From an optimization exercise on the open Yosys and OpenROAD flow, aimed at small area and a short achievable clock period; shortcuts taken in it are not production practice. Function was checked by simulation only, so behaviour that the tests miss may differ from the original. No activity file was given, so power comes from the tool's default toggle rates.

==> flow/design.v <==
module LCD_CTRL(clk,reset,datain,cmd,cmd_valid,dataout,output_valid,busy);
input clk;
input reset;
input [7:0] datain;
input [2:0] cmd;
input cmd_valid;
output  [7:0] dataout;
output  output_valid;
output  busy;
reg [2:0]origin_x, origin_y;
reg	magnification;
reg [7:0]img_buffer[0:7][0:7];
reg [5:0]counter;
reg [1:0] state;
wire [2:0]zoomouty[0:15];
wire [2:0]zoomoutx[0:15];
wire [2:0]zoominy[0:15];
wire [2:0]zoominx[0:15];
wire [2:0]addressy,addressx;
integer i;
assign zoomouty[0]=3'd0;
assign zoomouty[1]=3'd0;
assign zoomouty[2]=3'd0;
assign zoomouty[3]=3'd0;
assign zoomouty[4]=3'd2;
assign zoomouty[5]=3'd2;
assign zoomouty[6]=3'd2;
assign zoomouty[7]=3'd2;
assign zoomouty[8]=3'd4;
assign zoomouty[9]=3'd4;
assign zoomouty[10]=3'd4;
assign zoomouty[11]=3'd4;
assign zoomouty[12]=3'd6;
assign zoomouty[13]=3'd6;
assign zoomouty[14]=3'd6;
assign zoomouty[15]=3'd6;
assign zoomoutx[0]=3'd0;
assign zoomoutx[1]=3'd2;
assign zoomoutx[2]=3'd4;
assign zoomoutx[3]=3'd6;
assign zoomoutx[4]=3'd0;
assign zoomoutx[5]=3'd2;
assign zoomoutx[6]=3'd4;
assign zoomoutx[7]=3'd6;
assign zoomoutx[8]=3'd0;
assign zoomoutx[9]=3'd2;
assign zoomoutx[10]=3'd4;
assign zoomoutx[11]=3'd6;
assign zoomoutx[12]=3'd0;
assign zoomoutx[13]=3'd2;
assign zoomoutx[14]=3'd4;
assign zoomoutx[15]=3'd6;
assign zoominy[0] =origin_y;
assign zoominy[1] =origin_y;
assign zoominy[2] =origin_y;
assign zoominy[3] =origin_y;
assign zoominy[4] =origin_y+3'd1;
assign zoominy[5] =origin_y+3'd1;
assign zoominy[6] =origin_y+3'd1;
assign zoominy[7] =origin_y+3'd1;
assign zoominy[8] =origin_y+3'd2;
assign zoominy[9] =origin_y+3'd2;
assign zoominy[10]=origin_y+3'd2;
assign zoominy[11]=origin_y+3'd2;
assign zoominy[12]=origin_y+3'd3;
assign zoominy[13]=origin_y+3'd3;
assign zoominy[14]=origin_y+3'd3;
assign zoominy[15]=origin_y+3'd3;
assign zoominx[0] =origin_x;
assign zoominx[1] =origin_x+3'd1;
assign zoominx[2] =origin_x+3'd2;
assign zoominx[3] =origin_x+3'd3;
assign zoominx[4] =origin_x;
assign zoominx[5] =origin_x+3'd1;
assign zoominx[6] =origin_x+3'd2;
assign zoominx[7] =origin_x+3'd3;
assign zoominx[8] =origin_x;
assign zoominx[9] =origin_x+3'd1;
assign zoominx[10]=origin_x+3'd2;
assign zoominx[11]=origin_x+3'd3;
assign zoominx[12]=origin_x;
assign zoominx[13]=origin_x+3'd1;
assign zoominx[14]=origin_x+3'd2;
assign zoominx[15]=origin_x+3'd3;
always@(posedge clk)begin
if(reset)begin
state<=2'd0;
counter<=6'd0;
end
else begin
		case(state)
		2'd0:  	if(cmd_valid)	begin
									case(cmd)
									3'd1:	state<=2'd1;
									default:state<=2'd3;
									endcase
								end
		2'd1:					 
								if(counter<6'd63)
									counter<=counter+6'd1;
								else begin
									counter<=0;
									state<=2'd3; end 
		2'd3:	begin 
					if(counter<6'd15)begin
						counter<=counter+6'd1;
						end
					else begin
						counter<=0;
						state<=2'd0;end
				end
		endcase			
end end
always@(posedge clk)begin
		case(state)
		2'd0:			if(cmd_valid)begin 
							case(cmd)
							3'd0:;	  
							3'd1:;	 
							3'd2:	begin 
									magnification<=1;
									{origin_y,origin_x}<={3'b010,3'b010};
									end
							3'd3:	begin 
									magnification<=0;
									end
							3'd4:	begin 
										if(origin_x==3'b100)
											origin_x<=origin_x;
										else 
											origin_x<=origin_x+3'd1;
									end
							3'd5:	begin 
										if(origin_x==3'b000)
											origin_x<=origin_x;
										else 
											origin_x<=origin_x-3'd1;
									end
							3'd6:	begin 
										if(origin_y==3'b000)
											origin_y<=origin_y;
										else 
											origin_y<=origin_y-3'd1;
									end
							3'd7:	begin 
										if(origin_y==3'b100)
											origin_y<=origin_y;
										else 
											origin_y<=origin_y+3'd1;
									end
							endcase
						end
		2'd1:			begin 	if(counter<6'd63)		
									img_buffer[counter[5:3]][counter[2:0]]<=datain;
								else begin
									img_buffer[counter[5:3]][counter[2:0]]<=datain;
									origin_x<=0;
									origin_y<=0;
									magnification<=0;
								end			
						end
		2'd3: 		;	
		endcase
end
assign	busy=(state==0)?0:1;
assign	output_valid=(state==2'd3 )? 1 :0;
assign	dataout=img_buffer[addressy][addressx];
assign	addressy=(magnification)? zoominy[counter]: zoomouty[counter];
assign	addressx=(magnification)? zoominx[counter]: zoomoutx[counter];
endmodule
==> flow/run.sh <==
#!/bin/bash
# synth_recipe.tcl (not shown) runs the flow's synth.tcl, then flattens the netlist and writes it again
# the make line also repeats each setting of config.mk as NAME=value (left out here)
make -C /OpenROAD-flow-scripts/flow DESIGN_CONFIG=/design/flow/config.mk WORK_HOME=/design/flow/orfs CLKGATE_MAP_FILE= SYNTH_SCRIPT=/design/flow/synth_recipe.tcl finish
==> flow/config.mk <==
export PLATFORM = sky130hd
export DESIGN_NAME = LCD_CTRL
export DESIGN_NICKNAME = LCD_CTRL
export VERILOG_FILES = /design/flow/design.v
export SDC_FILE = /design/flow/constraint.sdc
export NUM_CORES = 4
export LEC_CHECK = 0
export CAP_MARGIN = 20
export CORE_MARGIN = 2
export CORE_UTILIZATION = 40
export SETUP_SLACK_MARGIN = 3.0
export SLEW_MARGIN = 20
==> flow/constraint.sdc <==
create_clock -name core_clock -period 5.5 [get_ports {clk}]
set_input_delay 1.1000 -clock core_clock [delete_from_list [all_inputs] [get_ports {clk}]]
set_output_delay 1.1000 -clock core_clock [all_outputs]
set_load 0.01 [all_outputs]
==> summary.txt <==
CP arrival -> 4.09 ns
commonest non-fill, non-tap cells in the layout -> edfxtp_1 (519), o22ai_1 (195), o21ai_0 (193)
io pins -> 24
CP max stage cell -> mux4_2
relative slew slack -> 0.200
Core Region -> 65600 sq um
worst hold margin -> 0.569 ns
Max stage delay on crit path -> 0.44 ns
Global Route Usage Sum -> 0.291
hold endpoint -> state[1]
area delta synth->final -> 26.5%
R2R Path Start -> counter[0]
Num Clock Sinks -> 527
Detail Route Antenna Nets -> 0
maxcap violations -> 0
Slew Viols, Final -> 0
Clock Pin Slew Worst Setup and Hold Paths -> 0.06 ns
required time worst endpoint -> 4.40 ns
cell repeated most along the worst path -> buf_4
sequential power share -> 0.199
FF-to-FF setup slack -> 2.85 ns
outcome -> no timing/DRC/antenna violations
synthesized area per cell -> 11.3 sq um
routed wire length -> 102 mm
clock root buffer -> clkbuf_16
power density cells -> 686 nW/um^2
Int Pwr -> 12.7 mW
DP Wirelength -> 54.3 mm
Yosys cell types -> 74
Post-Syn Area -> 26400 sq um
port buffer count -> 23
Filler Cell Count -> 5512
# setup viols final -> 0
TritonCTS clock tree -> done
fin crit period -> 5.19 ns
Psw -> 10.3 mW
number of synthesized flops with an enable pin -> 519
clk buf depth -> 3
CP delay by family, top -> buffers and inverters
Max VDD drop -> 0.386 mV
Reg2Reg Depth -> 5
period utilization -> 0.944
combinational share of power -> 0.628
H-tree depth -> 2
Post-Syn Instances -> 2344
worst path buffer plus inverter count -> 6
endpoint class of the critical path -> output port
HP Start -> state[1]
Pre-antenna DRT Iters -> 8
Placed Instances -> 3118
vias in the first global route -> 22000
sequential area share after synthesis -> 0.595
first-pass GRT wire length -> 147 mm
Die Y-Extent -> 261 microns
final core occ -> 0.510
total chip power -> 23.0 mW
Seq cells post-synth -> 527
Least-Margin Pin Slew -> 1.20 ns
crit-path max FO -> 7
layout cell share with drive strength beyond 1 -> 0.251
Static Leak -> 10.7 nW
cell row count -> 94
most common cell after layout, fill and taps aside -> edfxtp_1
cts bufs inserted -> 56
Clk Latency, worst-skew pair -> 0.67 ns
Syn Nets -> 2372
vias per cell -> 6.87
worst path cell trace -> buf_4 -> ha_4 -> a211oi_4 -> buf_4 -> nor3_4 -> buf_12 -> a21oi_4 -> buf_12 -> nand2_1 -> buf_4 -> mux4_2 -> mux2i_2 -> o31a_1 -> nand4_1 -> buf_2
RePlAce Congestion -> 0.922
Warnings, synthesis -> 1
die area -> 68200 sq um
CP Launch Type -> flip-flop
Worst Hold Depth -> 2
Initial Util -> 0.403
switching fraction of total power -> 0.448
predominant post-synthesis flop cell -> edfxtp_1
DRT iter0 DRCs -> 3497
maximum clock frequency -> 193 MHz
Die W -> 261 microns
Clock Skew -> 0.0421 ns
Via Count -> 23200
Final Non-Filler Cells -> 3379
final hold violations -> 0
Ant. Diodes -> 0
DRC viols -> 0
RSZ-0062 raised after global routing -> yes
r2r endpoint -> img_buffer[21][1]
ys async rst share -> 0
initial antenna violation count -> 0
Clk pwr share -> 0.172
worst hold path class -> flip-flop to flip-flop
pin count of the biggest net entering global routing -> 94
Layout Nets -> 2497
CP Class -> flip-flop to output port
GRT Residual Overflow -> 0
routed len/inst -> 30.1 microns
-- synth_stat cells (all sizes together), types with 8 or more instances --
| library cell | count | area (sq um) |
|---|---|---|
| or3 | 69 | 432 |
| o221ai | 70 | 613 |
| clkbuf | 118 | 443 |
| a211o | 16 | 140 |
| inv | 26 | 97.6 |
| a21oi | 114 | 582 |
| and3 | 14 | 87.6 |
| nand3 | 62 | 315 |
| dfxtp | 8 | 160 |
| nor3 | 59 | 295 |
| a31oi | 20 | 125 |
| a211oi | 77 | 583 |
| o211ai | 67 | 503 |
| o22a | 74 | 648 |
| nor2 | 204 | 785 |
| ha | 14 | 175 |
| xor2 | 11 | 96.3 |
| buf | 109 | 589 |
| nand2 | 105 | 397 |
| o31ai | 9 | 81.3 |
| o21ai | 220 | 1100 |
| edfxtp | 519 | 15600 |
| nand4 | 12 | 75.1 |
| a2111oi | 9 | 85.1 |
| o2111ai | 13 | 114 |
| mux2i | 25 | 250 |
| o22ai | 214 | 1340 |
-- worst min-delay path, cell delays in order (launching register included) --
cell      delay, ns
dfxtp_2        0.35
inv_2          0.09
a211oi_1       0.08
-- cell type report --
class                           count  area (sq um)  area share
Inverter                           26           113     0.00337
Multi-Input combinational cell   1566         11100       0.332
Clock buffer                       63          1430      0.0427
Sequential cell                   527         15800       0.471
Clock inverter                     41           462      0.0138
Timing Repair Buffer              292          3520       0.105
Tap cell                          864          1080      0.0323
-- worst max path at each step --
stage / start / endpoint / cells past startpoint
final: counter[1] / dataout[6] / 15
after global routing: counter[1] / dataout[6] / 15
after CTS: origin_x[0] / dataout[6] / 14
after detailed placement: counter[0] / dataout[5] / 13
after global placement: counter[0] / dataout[5] / 13
after floorplan: origin_x[0] / dataout[7] / 17
-- what timing repair did --
action                                  CTS  global route
hold buffers                              0             0
buffers inserted                         98            33
gates resized for setup                 355            82
cloned                                   21             5
endpoints found under the setup margin  482           329
pin swaps                                85            58
-- sequential cells by signal, summed over array words and instances (netlist names) --
name and flops:
origin_y 3, state 2, magnification 1, origin_x 3, img_buffer 512, counter 6
-- through the flow --
stage | setup TNS (ns) | worst slack, ns | area (sq um)
after floorplan | 0 | 1.47 | 26600
after global placement | -0.116 | -0.116 | 28000
after detailed placement | -0.150 | -0.131 | 28000
after CTS | 0 | 0.510 | 32600
after global routing | 0 | 0.302 | 33500
final | 0 | 0.309 | 33500
-- routing by layer --
layer  track usage  vias up  wire (microns)
met1         0.391    11300           37400
met5             0        -               0
li1              -     9651               -
met2         0.448     1833           45300
met3        0.0531      376           12500
met4         0.159        0            6380
-- power by group through the flow --
stage | clock network [mW] | logic, mW | registers [mW]
after floorplan | 0 | 6.11 | 4.62
after global placement | 0 | 9.90 | 4.67
after detailed placement | 0 | 10.0 | 4.67
after CTS | 3.96 | 12.9 | 4.58
after global routing | 4.13 | 14.8 | 4.59
final | 3.95 | 14.4 | 4.58
-- logic make-up (layout without fill, tap and decap cells) --
logic type,after synthesis,count (layout),synth area share
AO/OA/AOI/OAI,954,954,0.241
XOR/XNOR,16,16,0.00530
adder cells (fa/ha/maj),14,14,0.00662
buffers and inverters,253,422,0.0427
flip-flops,527,527,0.595
multiplexers,27,27,0.0112
AND/OR/NAND/NOR,553,555,0.0978

## afterwards: timing with drivers on the ports
How much do the figures lean on ideal ports? The routed layout below was timed once more, with nothing changed but the port constraints.
Step 1: set_driving_cell puts a clkbuf_16 on clk and a buf_2 on each other input, an assumption about the parent block.
Step 2 also shifts input and output timing later by t, the mid clock arrival at the registers, as if the neighbouring blocks saw the same clock.
Slacks: no drivers / after step 1 / after step 2; pairs: no drivers / after step 1.
t (ns): 0.698
setup WS [ns]: 0.309 / 0.255 / 0.953
worst slew at a driven data input, ns: 0.03
After both steps this run still meets setup and hold. The setup slack of this run moves by -0.054 ns with the drivers and by +0.644 ns with both steps.
